Source: an optimization exercise on an open RTL-to-GDS flow (aim: small area). Production flows keep margins and buffers that such runs may drop.
Only simulation tests tie the RTL to the original design; equivalence was not proved.
No driver is modelled on the clock port, so clocking that relies on it looks cheaper here than on a real chip.

==> inputs of job 2611 <==
==> flow/design.v <==
module ROPDetector (
	input iClk,
	input iRsn,
	input [31:0] iTRAMPOLINE_START,
	input [31:0] iTRAMPOLINE_END,
	input iFifo_Empty,
	input [31:0] iFifo_Data,
	output reg oFifo_RdEn,
	output reg oRopDetect
);
parameter H = 1'b1, L = 1'b0;
parameter MAX_STACK 					=	20;
parameter STACK_EMPTY_SP				=	0;
parameter TRAMPOLINE_FUNCTION_GAP			=	8;
parameter TRAMPOLINE_FUNCTION_CALL_RETURN_DISTANCE	=	4;
parameter MAX_STACKPOINTER_BIT				=	5;
parameter MAX_SIGNED_BIT				=	7;
integer i;
reg signed [MAX_SIGNED_BIT-1:0]	shadow_stack [MAX_STACK-1:0];	 
reg signed [MAX_SIGNED_BIT-1:0] last_call;			 
reg signed [MAX_SIGNED_BIT-1:0] command;			 
reg [MAX_STACKPOINTER_BIT-1:0]	shadow_stack_sp;		 
reg				decodeEn;			 
always @* begin
	command <= decode(iFifo_Data, iTRAMPOLINE_START, iTRAMPOLINE_END );
end
always @* begin
	if ( shadow_stack_sp > 0 && shadow_stack_sp <= MAX_STACK ) 
		last_call <= shadow_stack[ shadow_stack_sp - 1 ];
	else
		last_call <= 0;
end
always @ ( posedge iClk or negedge iRsn ) begin
	if(!iRsn) begin 
		for ( i = 0 ; MAX_STACK > i ; i = i+1 ) begin
			shadow_stack[i] <= 0;
		end
		oFifo_RdEn <= L;
		oRopDetect <= L;
		shadow_stack_sp <= STACK_EMPTY_SP;
		decodeEn <= L;
	end 
	else begin
		if ( iFifo_Empty ) begin
			oFifo_RdEn <= L;
		end else begin
			oFifo_RdEn <= H;
		end
		if ( oFifo_RdEn ) begin
			decodeEn <= H;
		end else begin
			decodeEn <= L;
		end
		if ( decodeEn ) begin	
			if ( command > 0 ) begin  
				shadow_stack_sp 		<= shadow_stack_sp + 1;
				if ( shadow_stack_sp < MAX_STACK )
					shadow_stack[shadow_stack_sp] 	<= command;
				oRopDetect 			<= L;
			end else if ( command < 0 ) begin  
				shadow_stack_sp <= shadow_stack_sp - 1;
				if( last_call != command * -1 ) begin
					oRopDetect 		<= H;
				end else begin
					oRopDetect 		<= L;
				end
			end else begin		 
					oRopDetect 		<= L;
			end
		end else begin
			oRopDetect <= L;
		end
	end 
end  
function integer decode;	 
input [31:0] fifo_data;
input [31:0] t_start;
input [31:0] t_end;
integer quotient, remainder;
begin
	if ( fifo_data >= t_start && fifo_data <= t_end ) begin
		quotient  =  (fifo_data - t_start) / TRAMPOLINE_FUNCTION_GAP;
		remainder =  (fifo_data - t_start) % TRAMPOLINE_FUNCTION_GAP;
		if( remainder  == 0 ) begin
			decode = quotient + 1;	 
		end else begin
			decode = -1*(quotient + 1); 	 
		end
	end else begin
		decode = 0;	 
	end
end
endfunction
endmodule
==> flow/run.sh <==
#!/bin/bash
# synth_recipe.tcl (not shown) runs the flow's synth.tcl, then flattens the netlist and writes it again
# the make line also repeats each setting of config.mk as NAME=value (left out here)
make -C /OpenROAD-flow-scripts/flow DESIGN_CONFIG=/design/flow/config.mk WORK_HOME=/design/flow/orfs CLKGATE_MAP_FILE= SYNTH_SCRIPT=/design/flow/synth_recipe.tcl finish
==> flow/config.mk <==
export PLATFORM = sky130hd
export DESIGN_NAME = ROPDetector
export DESIGN_NICKNAME = ROPDetector
export VERILOG_FILES = /design/flow/design.v
export SDC_FILE = /design/flow/constraint.sdc
export NUM_CORES = 4
export LEC_CHECK = 0
export CAP_MARGIN = 20
export CORE_MARGIN = 2
export CORE_UTILIZATION = 40
export SLEW_MARGIN = 20
==> flow/constraint.sdc <==
create_clock -name core_clock -period 12.0 [get_ports {iClk}]
set_input_delay 2.4000 -clock core_clock [delete_from_list [all_inputs] [get_ports {iClk}]]
set_output_delay 2.4000 -clock core_clock [all_outputs]
set_load 0.01 [all_outputs]
==> inputs of job 6991, as changes to job 2611 <==
==> flow/design.v, changed modules only <==
module ROPDetector (
	input iClk,
	input iRsn,
	input [31:0] iTRAMPOLINE_START,
	input [31:0] iTRAMPOLINE_END,
	input iFifo_Empty,
	input [31:0] iFifo_Data,
	output reg oFifo_RdEn,
	output reg oRopDetect
);
reg        decodeEn;
reg  [4:0] sp;                   
reg  [5:0] stk [0:19];           
integer i, k;
wire       in_win;
wire [9:0] d;
ROPDetector_decode u_dec (
	.data(iFifo_Data),
	.t_start(iTRAMPOLINE_START),
	.t_end(iTRAMPOLINE_END),
	.in_win(in_win),
	.d(d)
);
wire       z      = (d[2:0] == 3'd0);    
wire       q6     = d[9];
wire [5:0] x      = d[8:3];
wire       xall   = &x;
wire [6:0] u      = q6 ? {1'b0, ~x} : ({1'b0, x} + 7'd1);
wire jump = !in_win || (q6 && xall);
wire call = !jump && (z ^ q6) && !(!q6 && xall);
wire ret  = !jump && !call;
reg  [5:0] last;
always @* begin
	last = 6'd0;
	for (k = 0; k < 20; k = k + 1)
		last = last | (stk[k] & {6{sp == k + 1}});
end
wire match = !u[6] && (last == u[5:0]);
always @(posedge iClk or negedge iRsn) begin
	if (!iRsn) begin
		oFifo_RdEn <= 1'b0;
		oRopDetect <= 1'b0;
		decodeEn   <= 1'b0;
		sp         <= 5'd0;
		for (i = 0; i < 20; i = i + 1)
			stk[i] <= 6'd0;
	end else begin
		oFifo_RdEn <= !iFifo_Empty;
		decodeEn   <= oFifo_RdEn;
		oRopDetect <= decodeEn && ret && !match;
		if (decodeEn && call) begin
			sp <= sp + 5'd1;
			for (i = 0; i < 20; i = i + 1)
				if (sp == i) stk[i] <= u[5:0];
		end else if (decodeEn && ret) begin
			sp <= sp - 5'd1;
		end
	end
end
endmodule
module ROPDetector_decode (
	input  [31:0] data,
	input  [31:0] t_start,
	input  [31:0] t_end,
	output        in_win,
	output [9:0]  d
);
integer j;
reg [32:0] bw;                   
always @* begin
	bw[0] = 1'b0;
	for (j = 0; j < 32; j = j + 1)
		bw[j+1] = (t_start[j] & ~data[j]) | ((t_start[j] | ~data[j]) & bw[j]);
end
assign in_win = !bw[32] && geq(t_end, data);
assign d      = data[9:0] ^ t_start[9:0] ^ bw[9:0];
function geq;
	input [31:0] a;
	input [31:0] b;
	integer k;
	reg c;
	begin
		c = 1'b1;
		for (k = 0; k < 32; k = k + 1)
			c = (a[k] & ~b[k]) | ((a[k] | ~b[k]) & c);
		geq = c;
	end
endfunction
endmodule
==> flow/flow/run.sh (new file) <==
#!/bin/bash
set -euo pipefail
W=$PWD
{
  echo "proc abc {args} {"
  echo "  set i [lsearch -exact \$args -script]"
  echo "  if {\$i >= 0} { set args [lreplace \$args [expr {\$i + 1}] [expr {\$i + 1}] $W/flow/area.abc] }"
  echo "  set j [lsearch -exact \$args -script]"
  echo "  set dargs [lreplace \$args [expr {\$j + 1}] [expr {\$j + 1}] $W/flow/decode.abc]"
  echo "  yosys abc {*}\$args ROPDetector"
  echo "  yosys abc {*}\$dargs ROPDetector_decode"
  echo "}"
  cat synth_recipe.tcl
} > flow_synth.tcl
EXTRA="ADDER_MAP_FILE= SYNTH_KEEP_MODULES=ROPDetector_decode 'BUFFER_PORTS_ARGS=-buffer_cell sky130_fd_sc_hd__buf_1'"
if [[ -f flow/cts_args ]]; then
  EXTRA="$EXTRA 'CTS_ARGS=$(cat flow/cts_args)'"
fi
EXTRA="$EXTRA POST_CTS_TCL=$W/flow/post_cts.tcl"
sed -e "s#SYNTH_SCRIPT=[^ ]*#SYNTH_SCRIPT=$W/flow_synth.tcl $EXTRA#" standard.sh > flow_standard.sh
bash flow_standard.sh finish > flow_make.log 2>&1
==> flow/flow/area.abc (new file) <==
strash
&get -n
&fraig -x
&put
strash
&get -n
&st
&dch -f
&nf -p -R 1000 -F 8 -A 8 -C 32
&put
strash
&get -n
&st
&dch -f
&nf -p -R 1000 -F 8 -A 8 -C 32
&put
strash
&get -n
&st
&dch -f
&nf -p -R 1000 -F 8 -A 8 -C 32
&put
strash
&get -n
&st
&dch -f
&nf -p -R 1000 -F 8 -A 8 -C 32
&put
strash
&get -n
&st
&dch -f
&nf -p -R 1000 -F 8 -A 8 -C 32
&put
strash
&get -n
&st
&dch -f
&nf -p -R 1000 -F 8 -A 8 -C 32
&put
strash
&get -n
&st
&dch -f
&nf -p -R 1000 -F 8 -A 8 -C 32
&put
strash
&get -n
&st
&dch -f
&nf -p -R 1000 -F 8 -A 8 -C 32
&put
topo
==> flow/flow/cts_args (new file) <==
-sink_clustering_enable -repair_clock_nets -buf_list {sky130_fd_sc_hd__clkbuf_4} -dont_use_dummy_load
==> flow/flow/decode.abc (new file) <==
strash
dch -f
map -a
topo
==> flow/flow/post_cts.tcl (new file) <==
estimate_parasitics -placement
set changed 0
foreach inst [get_cells -quiet *] {
  set ref [get_property $inst ref_name]
  if {$ref ne "sky130_fd_sc_hd__clkbuf_4" && $ref ne "sky130_fd_sc_hd__clkbuf_2"} { continue }
  set pin [get_pins -quiet [get_full_name $inst]/X]
  if {$pin eq ""} { continue }
  set s 0
  foreach e {rise fall} { set v [get_property $pin slew_max_$e]; if {$v > $s} { set s $v } }
  if {$s > 0.10} {
    replace_cell $inst sky130_fd_sc_hd__clkbuf_8
    incr changed
  }
}
puts "post_cts: upsized $changed clock buffers"
estimate_parasitics -placement
detailed_placement
check_placement -verbose
==> flow/standard.sh (new file) <==
#!/bin/bash
# synth_recipe.tcl (not shown) runs the flow's synth.tcl, then flattens the netlist and writes it again
# the make line also repeats each setting of config.mk as NAME=value (left out here)
make -C /OpenROAD-flow-scripts/flow DESIGN_CONFIG=/design/flow/config.mk WORK_HOME=/design/flow/orfs CLKGATE_MAP_FILE= SYNTH_SCRIPT=/design/flow/synth_recipe.tcl "${@:-finish}"
- CORE_UTILIZATION: 40 -> 55
- GPL_TIMING_DRIVEN: not set -> 0
removed: flow/run.sh
==> results.cfg <==
[outcome]
status = timing/DRC/antenna clean

[logic_synthesis]
netlist_top_cells_area = dfrtp_1 (51%), a21oi_1 (8.8%), nor2_1 (8.1%), nand2_1 (4.6%), a222oi_1 (4.1%)
synthAdderAreaFrac_pct = 0.473

[place]
place.gp.congestion = 0.891

[cells_and_area]
finalNonFillerCells = 998
layout.area.top_class = flip-flops and latches

[critical_path]
cp.depth = 41
ff2ff_setup_slack_ps = 8810

[global_routing]
first_global_vias = 5672

[power]
p_int_mw = 0.810
the above is filed under job 6991

==> results.cfg <==
[outcome]
status = timing/DRC/antenna clean

[place]
place.gp.congestion = 0.952

[logic_synthesis]
synthAdderAreaFrac_pct = 10.6
netlist_top_cells_area = dfrtp_1 (37%), ha_1 (10%), mux2_2 (10%), nand2_1 (4.2%), o21ai_0 (3.5%)

[critical_path]
cp.depth = 21
ff2ff_setup_slack_ps = 7320

[cells_and_area]
nets = 1334
finalNonFillerCells = 1493
layout.area.top_class = multi-input gates

[power]
p_int_mw = 1.35
the above is filed under job 2611

==> re-timing with driven ports <==
The results above use ideal ports. As a check the final layouts listed here were re-extracted and re-timed, cells and wires unchanged.
Step 1 sets driving cells, clkbuf_16 on the clock port and buf_2 on the other inputs (assumed; they add their load-dependent delay and slew).
Step 2, shift: input delay + t, output delay - t, t = (earliest + latest rising clock arrival at the registers) / 2. This alone moves slack from input paths to output paths.
Slacks: no drivers / after step 1 / after step 2; pairs: no drivers / after step 1.
run | t, ns | slack for setup (ns) | worst hold slack (ns) | clock arrival spread, ns | cell pins on the clock port's net
job 2611 | 0.474 | 3.377 / 3.400 / 2.926 | 0.401 / 0.401 / 0.401 | 0.009 / 0.009 | 1
job 6991 | 0.428 | 2.447 / 2.457 / 2.029 | 0.387 / 0.387 / 0.387 | 0.027 / 0.028 | 1
After both steps every run listed still meets setup and hold. The setup slack of job 2611, which loses most, moves by +0.023 ns with the drivers and by -0.451 ns with both steps.
